Source: an optimization exercise on an open RTL-to-GDS flow (aim: small area and a short achievable clock period). Production flows keep margins and buffers that such runs may drop. Only simulation tests tie the RTL to the original design; equivalence was not proved.

==> build 54 <==
## array_top
module array_top #(parameter ARRAY_SIZE=4, parameter LOG_ARRAY_SIZE=2) (
    input clk,
    input [(ARRAY_SIZE*ARRAY_SIZE*32)-1:0] weights,
    input [(ARRAY_SIZE*8)-1:0] inputs,
    input [3:0] in_width,
    input [3:0] weight_width,
    input s_in,
    input s_weight,
    output reg [(ARRAY_SIZE*(10+LOG_ARRAY_SIZE)*4)-1:0] psum
    );
export LEC_CHECK = 0
export ABC_AREA = 1
export CAP_MARGIN = 0
export CORE_MARGIN = 2
export CORE_UTILIZATION = 54
export CTS_CLUSTER_DIAMETER = 100
export CTS_CLUSTER_SIZE = 25
export SETUP_SLACK_MARGIN = 0.2
export SLEW_MARGIN = 0
create_clock -name core_clock -period 14.0 [get_ports {clk}]
standard.sh (not shown) runs the stock make flow with config.mk's settings and CLKGATE_MAP_FILE= SYNTH_SCRIPT=/design/flow/synth_recipe.tcl, a recipe that flattens the netlist after the stock synthesis.
==> flow/flow/run.sh <==
#!/bin/bash
set -euo pipefail
KNOBS="SETUP_SLACK_MARGIN=9.95 MATCH_CELL_FOOTPRINT=0"
bash standard.sh $KNOBS synth floorplan place > log_1_place.log 2>&1
RES=orfs/results/sky130hd/array_top/base \
LIB=$FLOW_HOME/platforms/sky130hd/lib/sky130_fd_sc_hd__tt_025C_1v80.lib \
  openroad -no_init -exit flow/port_buffers.tcl > log_2_port_buffers.log 2>&1
bash standard.sh $KNOBS finish > log_3_finish.log 2>&1
==> flow/flow/port_buffers.tcl <==
# Swap the port buffers of the placed design (delay cells on this platform)
# for plain buffers: buf_1 where the port only feeds one flip-flop's D pin,
# else buf_4; then legalize.
read_db $::env(RES)/3_place.odb
read_liberty $::env(LIB)
set n 0
foreach inst [[ord::get_db_block] getInsts] {
  set name [$inst getName]
  if {![regexp {^(input|output)[0-9]+$} $name]} continue
  set cell sky130_fd_sc_hd__buf_4
  if {[string match input* $name]} {
    set out [$inst findITerm X]
    set loads {}
    foreach it [[$out getNet] getITerms] {
      if {[$it isInputSignal]} { lappend loads $it }
    }
    if {[llength $loads] == 1} {
      set l [lindex $loads 0]
      if {[$l getMTerm] ne "" && [[$l getMTerm] getName] eq "D"} {
        set cell sky130_fd_sc_hd__buf_1
      }
    }
  }
  if {[[$inst getMaster] getName] ne $cell} {
    replace_cell $name $cell
    incr n
  }
}
puts "port buffers replaced: $n"
detailed_placement
check_placement -verbose
write_db $::env(RES)/3_place.odb
==> inputs of build 35, as changes to build 54 <==
--- a/flow/design.v
+++ b/flow/design.v
@@ -29,31 +29,24 @@
                 .c2(mult[r*MW+54 +: 20]), .c3(mult[r*MW+74 +: 20])
             );
         end
     endgenerate
     wire [2:0] sgn = {s_weight, s_weight & ~w8, s_weight & ~w8 & ~w4};
     wire [(ARRAY_SIZE*COL_WIDTH*4)-1:0] tsum;    
-    wire [ARRAY_SIZE*8-1:0] tcarry;              
-    wire [(ARRAY_SIZE*COL_WIDTH*4)-1:0] tbin;    
     systolic_array #(.ARRAY_SIZE(ARRAY_SIZE), .COL_WIDTH(COL_WIDTH)) sa0(
         .clk(clk),
         .weights(weight_reg),
         .mult(mult_reg),
         .sgn(sgn_reg),
-        .tsums(tsum),
-        .tcarries(tcarry)
+        .tsums(tsum)
     );
     wire [(ARRAY_SIZE*COL_WIDTH*4)-1:0] psum_next;
     generate
-        for (c = 0; c < ARRAY_SIZE*4; c = c + 1) begin: resolve
-            assign tbin[c*COL_WIDTH +: COL_WIDTH] = tsum[c*COL_WIDTH +: COL_WIDTH] +
-                {3'b000, tcarry[2*c+1], 3'b000, tcarry[2*c], 4'b0000};
-        end
         for (c = 0; c < ARRAY_SIZE; c = c + 1) begin: cols
             column_fuse #(.COL_WIDTH(COL_WIDTH)) cf (
-                .t(~tbin[c*COL_WIDTH*4 +: COL_WIDTH*4]),
+                .t(~tsum[c*COL_WIDTH*4 +: COL_WIDTH*4]),
                 .w8(w8_d[c]),
                 .w4(w4_d[c]),
                 .s_in(s_in_d[c]),
                 .s_weight(s_weight_d[c]),
                 .psum(psum_next[c*COL_WIDTH*4 +: COL_WIDTH*4])
             );
@@ -105,22 +98,20 @@
 module systolic_array #(parameter ARRAY_SIZE=4, parameter COL_WIDTH=12)
     (
         input clk,
         input [ARRAY_SIZE*ARRAY_SIZE*32-1:0] weights,
         input [ARRAY_SIZE*94-1:0] mult,      
         input [ARRAY_SIZE*12-1:0] sgn,    
-        output [ARRAY_SIZE*COL_WIDTH*4-1:0] tsums,
-        output [ARRAY_SIZE*8-1:0] tcarries
+        output [ARRAY_SIZE*COL_WIDTH*4-1:0] tsums
     );
     localparam [COL_WIDTH-1:0] TN_INIT = -1 - 4*1104;
     wire [ARRAY_SIZE*COL_WIDTH*4-1:0] s_fwd [0:ARRAY_SIZE];
     wire [ARRAY_SIZE*8-1:0] c_fwd [0:ARRAY_SIZE];
     assign s_fwd[0] = {(ARRAY_SIZE*4){TN_INIT}};
     assign c_fwd[0] = {(ARRAY_SIZE*8){1'b0}};
     assign tsums = s_fwd[ARRAY_SIZE];
-    assign tcarries = c_fwd[ARRAY_SIZE];
     genvar i, j, g;
     generate
         for (i = 0; i < ARRAY_SIZE; i = i + 1) begin: rows
             wire [11*3-1:0] m1_0, m2_0, m3_0;
             wire [7*3-1:0]  m1_1, m2_1, m3_1;
             wire [4*3-1:0]  m1_2, m2_2, m3_2;
@@ -147,13 +138,13 @@
             wire [4*4-1:0]  q1_3 = {m1_3[8 +: 4], m1_3[0 +: 4], m1_3[4 +: 4], m1_3[0 +: 4]};
             wire [4*4-1:0]  q2_3 = {m2_3[8 +: 4], m2_3[0 +: 4], m2_3[4 +: 4], m2_3[0 +: 4]};
             wire [4*4-1:0]  q3_3 = {m3_3[8 +: 4], m3_3[0 +: 4], m3_3[4 +: 4], m3_3[0 +: 4]};
             for (j = 0; j < ARRAY_SIZE; j = j + 1) begin: columns
                 wire [COL_WIDTH*4-1:0] s_out;
                 wire [7:0] c_out;
-                fusion_unit #(.COL_WIDTH(COL_WIDTH), .LAST(0)) fu (
+                fusion_unit #(.COL_WIDTH(COL_WIDTH), .LAST(i == ARRAY_SIZE-1)) fu (
                     .weight(weights[(i*ARRAY_SIZE+j)*32 +: 32]),
                     .sn_in(s_fwd[i][j*COL_WIDTH*4 +: COL_WIDTH*4]),
                     .cn_in(c_fwd[i][j*8 +: 8]),
                     .m1_0(q1_0), .m2_0(q2_0), .m3_0(q3_0),
                     .m1_1(q1_1), .m2_1(q2_1), .m3_1(q3_1),
                     .m1_2(q1_2), .m2_2(q2_2), .m3_2(q3_2),
@@ -161,15 +152,19 @@
                     .sn_out(s_out),
                     .cn_out(c_out)
                 );
                 reg [COL_WIDTH*4-1:0] t_reg;
                 always @(posedge clk) t_reg <= s_out;
                 assign s_fwd[i+1][j*COL_WIDTH*4 +: COL_WIDTH*4] = t_reg;
-                reg [7:0] c_reg;
-                always @(posedge clk) c_reg <= c_out;
-                assign c_fwd[i+1][j*8 +: 8] = c_reg;
+                if (i < ARRAY_SIZE-1) begin: carries
+                    reg [7:0] c_reg;
+                    always @(posedge clk) c_reg <= c_out;
+                    assign c_fwd[i+1][j*8 +: 8] = c_reg;
+                end else begin: no_carries
+                    assign c_fwd[i+1][j*8 +: 8] = 8'd0;
+                end
             end
         end
     endgenerate
 endmodule
 module fusion_unit #(parameter COL_WIDTH=12, parameter LAST=0) (
     input [31:0] weight,
==> flow/flow/run.sh (replaced) <==
#!/bin/bash
set -euo pipefail
KNOBS="SETUP_SLACK_MARGIN=9.85 MATCH_CELL_FOOTPRINT=0"
bash standard.sh $KNOBS synth floorplan place > log_1_place.log 2>&1
RES=orfs/results/sky130hd/array_top/base \
LIB=$FLOW_HOME/platforms/sky130hd/lib/sky130_fd_sc_hd__tt_025C_1v80.lib \
  openroad -no_init -exit flow/port_buffers.tcl > log_2_port_buffers.log 2>&1
bash standard.sh $KNOBS finish > log_3_finish.log 2>&1
- CAP_MARGIN: 0 -> 20
- CORE_UTILIZATION: 54 -> 50
- SLEW_MARGIN: 0 -> 20
==> inputs of build 91, as changes to build 54 <==
--- a/flow/design.v
+++ b/flow/design.v
@@ -29,31 +29,24 @@
                 .c2(mult[r*MW+54 +: 20]), .c3(mult[r*MW+74 +: 20])
             );
         end
     endgenerate
     wire [2:0] sgn = {s_weight, s_weight & ~w8, s_weight & ~w8 & ~w4};
     wire [(ARRAY_SIZE*COL_WIDTH*4)-1:0] tsum;    
-    wire [ARRAY_SIZE*8-1:0] tcarry;              
-    wire [(ARRAY_SIZE*COL_WIDTH*4)-1:0] tbin;    
     systolic_array #(.ARRAY_SIZE(ARRAY_SIZE), .COL_WIDTH(COL_WIDTH)) sa0(
         .clk(clk),
         .weights(weight_reg),
         .mult(mult_reg),
         .sgn(sgn_reg),
-        .tsums(tsum),
-        .tcarries(tcarry)
+        .tsums(tsum)
     );
     wire [(ARRAY_SIZE*COL_WIDTH*4)-1:0] psum_next;
     generate
-        for (c = 0; c < ARRAY_SIZE*4; c = c + 1) begin: resolve
-            assign tbin[c*COL_WIDTH +: COL_WIDTH] = tsum[c*COL_WIDTH +: COL_WIDTH] +
-                {3'b000, tcarry[2*c+1], 3'b000, tcarry[2*c], 4'b0000};
-        end
         for (c = 0; c < ARRAY_SIZE; c = c + 1) begin: cols
             column_fuse #(.COL_WIDTH(COL_WIDTH)) cf (
-                .t(~tbin[c*COL_WIDTH*4 +: COL_WIDTH*4]),
+                .t(~tsum[c*COL_WIDTH*4 +: COL_WIDTH*4]),
                 .w8(w8_d[c]),
                 .w4(w4_d[c]),
                 .s_in(s_in_d[c]),
                 .s_weight(s_weight_d[c]),
                 .psum(psum_next[c*COL_WIDTH*4 +: COL_WIDTH*4])
             );
@@ -105,22 +98,20 @@
 module systolic_array #(parameter ARRAY_SIZE=4, parameter COL_WIDTH=12)
     (
         input clk,
         input [ARRAY_SIZE*ARRAY_SIZE*32-1:0] weights,
         input [ARRAY_SIZE*94-1:0] mult,      
         input [ARRAY_SIZE*12-1:0] sgn,    
-        output [ARRAY_SIZE*COL_WIDTH*4-1:0] tsums,
-        output [ARRAY_SIZE*8-1:0] tcarries
+        output [ARRAY_SIZE*COL_WIDTH*4-1:0] tsums
     );
     localparam [COL_WIDTH-1:0] TN_INIT = -1 - 4*1104;
     wire [ARRAY_SIZE*COL_WIDTH*4-1:0] s_fwd [0:ARRAY_SIZE];
     wire [ARRAY_SIZE*8-1:0] c_fwd [0:ARRAY_SIZE];
     assign s_fwd[0] = {(ARRAY_SIZE*4){TN_INIT}};
     assign c_fwd[0] = {(ARRAY_SIZE*8){1'b0}};
     assign tsums = s_fwd[ARRAY_SIZE];
-    assign tcarries = c_fwd[ARRAY_SIZE];
     genvar i, j, g;
     generate
         for (i = 0; i < ARRAY_SIZE; i = i + 1) begin: rows
             wire [11*3-1:0] m1_0, m2_0, m3_0;
             wire [7*3-1:0]  m1_1, m2_1, m3_1;
             wire [4*3-1:0]  m1_2, m2_2, m3_2;
@@ -147,13 +138,13 @@
             wire [4*4-1:0]  q1_3 = {m1_3[8 +: 4], m1_3[0 +: 4], m1_3[4 +: 4], m1_3[0 +: 4]};
             wire [4*4-1:0]  q2_3 = {m2_3[8 +: 4], m2_3[0 +: 4], m2_3[4 +: 4], m2_3[0 +: 4]};
             wire [4*4-1:0]  q3_3 = {m3_3[8 +: 4], m3_3[0 +: 4], m3_3[4 +: 4], m3_3[0 +: 4]};
             for (j = 0; j < ARRAY_SIZE; j = j + 1) begin: columns
                 wire [COL_WIDTH*4-1:0] s_out;
                 wire [7:0] c_out;
-                fusion_unit #(.COL_WIDTH(COL_WIDTH), .LAST(0)) fu (
+                fusion_unit #(.COL_WIDTH(COL_WIDTH), .LAST(i == ARRAY_SIZE-1)) fu (
                     .weight(weights[(i*ARRAY_SIZE+j)*32 +: 32]),
                     .sn_in(s_fwd[i][j*COL_WIDTH*4 +: COL_WIDTH*4]),
                     .cn_in(c_fwd[i][j*8 +: 8]),
                     .m1_0(q1_0), .m2_0(q2_0), .m3_0(q3_0),
                     .m1_1(q1_1), .m2_1(q2_1), .m3_1(q3_1),
                     .m1_2(q1_2), .m2_2(q2_2), .m3_2(q3_2),
@@ -161,15 +152,19 @@
                     .sn_out(s_out),
                     .cn_out(c_out)
                 );
                 reg [COL_WIDTH*4-1:0] t_reg;
                 always @(posedge clk) t_reg <= s_out;
                 assign s_fwd[i+1][j*COL_WIDTH*4 +: COL_WIDTH*4] = t_reg;
-                reg [7:0] c_reg;
-                always @(posedge clk) c_reg <= c_out;
-                assign c_fwd[i+1][j*8 +: 8] = c_reg;
+                if (i < ARRAY_SIZE-1) begin: carries
+                    reg [7:0] c_reg;
+                    always @(posedge clk) c_reg <= c_out;
+                    assign c_fwd[i+1][j*8 +: 8] = c_reg;
+                end else begin: no_carries
+                    assign c_fwd[i+1][j*8 +: 8] = 8'd0;
+                end
             end
         end
     endgenerate
 endmodule
 module fusion_unit #(parameter COL_WIDTH=12, parameter LAST=0) (
     input [31:0] weight,
==> flow/flow/run.sh (replaced) <==
#!/bin/bash
set -euo pipefail
KNOBS="SETUP_SLACK_MARGIN=10.0 MATCH_CELL_FOOTPRINT=0"
bash standard.sh $KNOBS synth floorplan place > log_1_place.log 2>&1
RES=orfs/results/sky130hd/array_top/base \
LIB=$FLOW_HOME/platforms/sky130hd/lib/sky130_fd_sc_hd__tt_025C_1v80.lib \
  openroad -no_init -exit flow/port_buffers.tcl > log_2_port_buffers.log 2>&1
bash standard.sh $KNOBS finish > log_3_finish.log 2>&1
- CAP_MARGIN: 0 -> 20
- CORE_UTILIZATION: 54 -> 50
- PLACE_DENSITY: unset -> 0.75
- SLEW_MARGIN: 0 -> 20
==> inputs of build 30, as changes to build 54 <==
==> flow/flow/run.sh (replaced) <==
#!/bin/bash
# The standard layout (standard.sh) with these changes:
#  - after placement, the port buffers that buffer_ports made (delay cells on
#    this platform) become plain buffers (buf_1 where the port feeds one
#    flip-flop, else buf_4);
#  - a second timing repair round after global routing (flow/post_grt.tcl).
# Each tool's output goes to a log of its own in this folder.
set -euo pipefail
KNOBS="SETUP_SLACK_MARGIN=9.95 MATCH_CELL_FOOTPRINT=0 POST_GLOBAL_ROUTE_TCL=$PWD/flow/post_grt.tcl"
bash standard.sh $KNOBS synth floorplan place > log_1_place.log 2>&1
RES=orfs/results/sky130hd/array_top/base \
LIB=$FLOW_HOME/platforms/sky130hd/lib/sky130_fd_sc_hd__tt_025C_1v80.lib \
  openroad -no_init -exit flow/port_buffers.tcl > log_2_port_buffers.log 2>&1
bash standard.sh $KNOBS finish > log_3_finish.log 2>&1
==> flow/flow/post_grt.tcl (new file) <==
# Hook run by ORFS at the end of global routing (POST_GLOBAL_ROUTE_TCL): a
# second round of the flow's own timing repair on global-route parasitics,
# then legalize and route the changed nets again.
log_cmd global_route -start_incremental
log_cmd estimate_parasitics -global_routing
repair_timing_helper
log_cmd detailed_placement
log_cmd global_route -end_incremental
log_cmd estimate_parasitics -global_routing
- CORE_UTILIZATION: 54 -> 50
==> results.txt <==
quantity                                                                       build 35            build 91        build 30        build 54
Run status                                                               finished clean     failed layout checks  finished clean  finished clean
Layout check failures                                                                 -  antenna violations               -               -
Critical path's slowest cell                                                     xor2_2              xor2_4         dfxtp_2          xor2_2
Final critical-path required period                                             4240 ps             4300 ps         4140 ps         4540 ps
Antenna violations before repair                                                     56                  75              71              65
Count of buffer and inverter cells on the critical path                               4                   7               4               4
Register fraction of the total cell area                                          25.9%               25.4%           26.2%           26.2%
Path length in cells of the critical path                                            11                  21              29              25
Number of distinct standard cells referenced by the synthesized netlist              56                  56              55              55
Met3 track demand over resource                                                   5.38%               5.95%           4.66%           7.73%
Final Core Density                                                                56.8%               58.4%           58.0%           62.7%
Number of instances in the synthesized netlist                                    15800               15800           15200           15200
Yosys top cell area share                                                         29.1%               29.1%           29.9%           29.9%
Metal3 WL                                                                       39.4 mm             48.3 mm         36.0 mm         52.8 mm
Hpwl dp                                                                          455 mm              445 mm          431 mm          448 mm
Total core area                                                               0.257 mm²           0.257 mm²       0.254 mm²       0.235 mm²

==> what the ideal ports hide <==
The flow's constraints put no driver on any port. The routed layouts listed below were extracted and timed again, unchanged, in two steps.
Step 1 sets driving cells, clkbuf_16 on the clock port and buf_2 on the other inputs (assumed; they add their load-dependent delay and slew).
Step 2 times the ports against the registers' clock, not the clock port: input delays grow and output delays shrink by t, the midpoint of the rising clock arrivals with the driver on.
Slacks: ideal ports / drivers / drivers and shift; pairs: ideal ports / drivers.
run	t, ns	setup slack, ns	worst register clock-pin slew, ns	worst data-port slew with drivers (ns)
build 54	0.937	9.465 / 9.465 / 9.148	0.11 / 0.11	0.12
build 35	0.955	9.758 / 9.758 / 9.078	0.11 / 0.11	0.17
build 91	0.905	9.695 / 9.695 / 9.105	0.10 / 0.10	0.16
build 30	0.924	9.862 / 9.812 / 9.159	0.12 / 0.12	0.22
For build 30, which loses most, drivers alone change the setup slack by -0.050 ns; drivers and shift together by -0.703 ns.
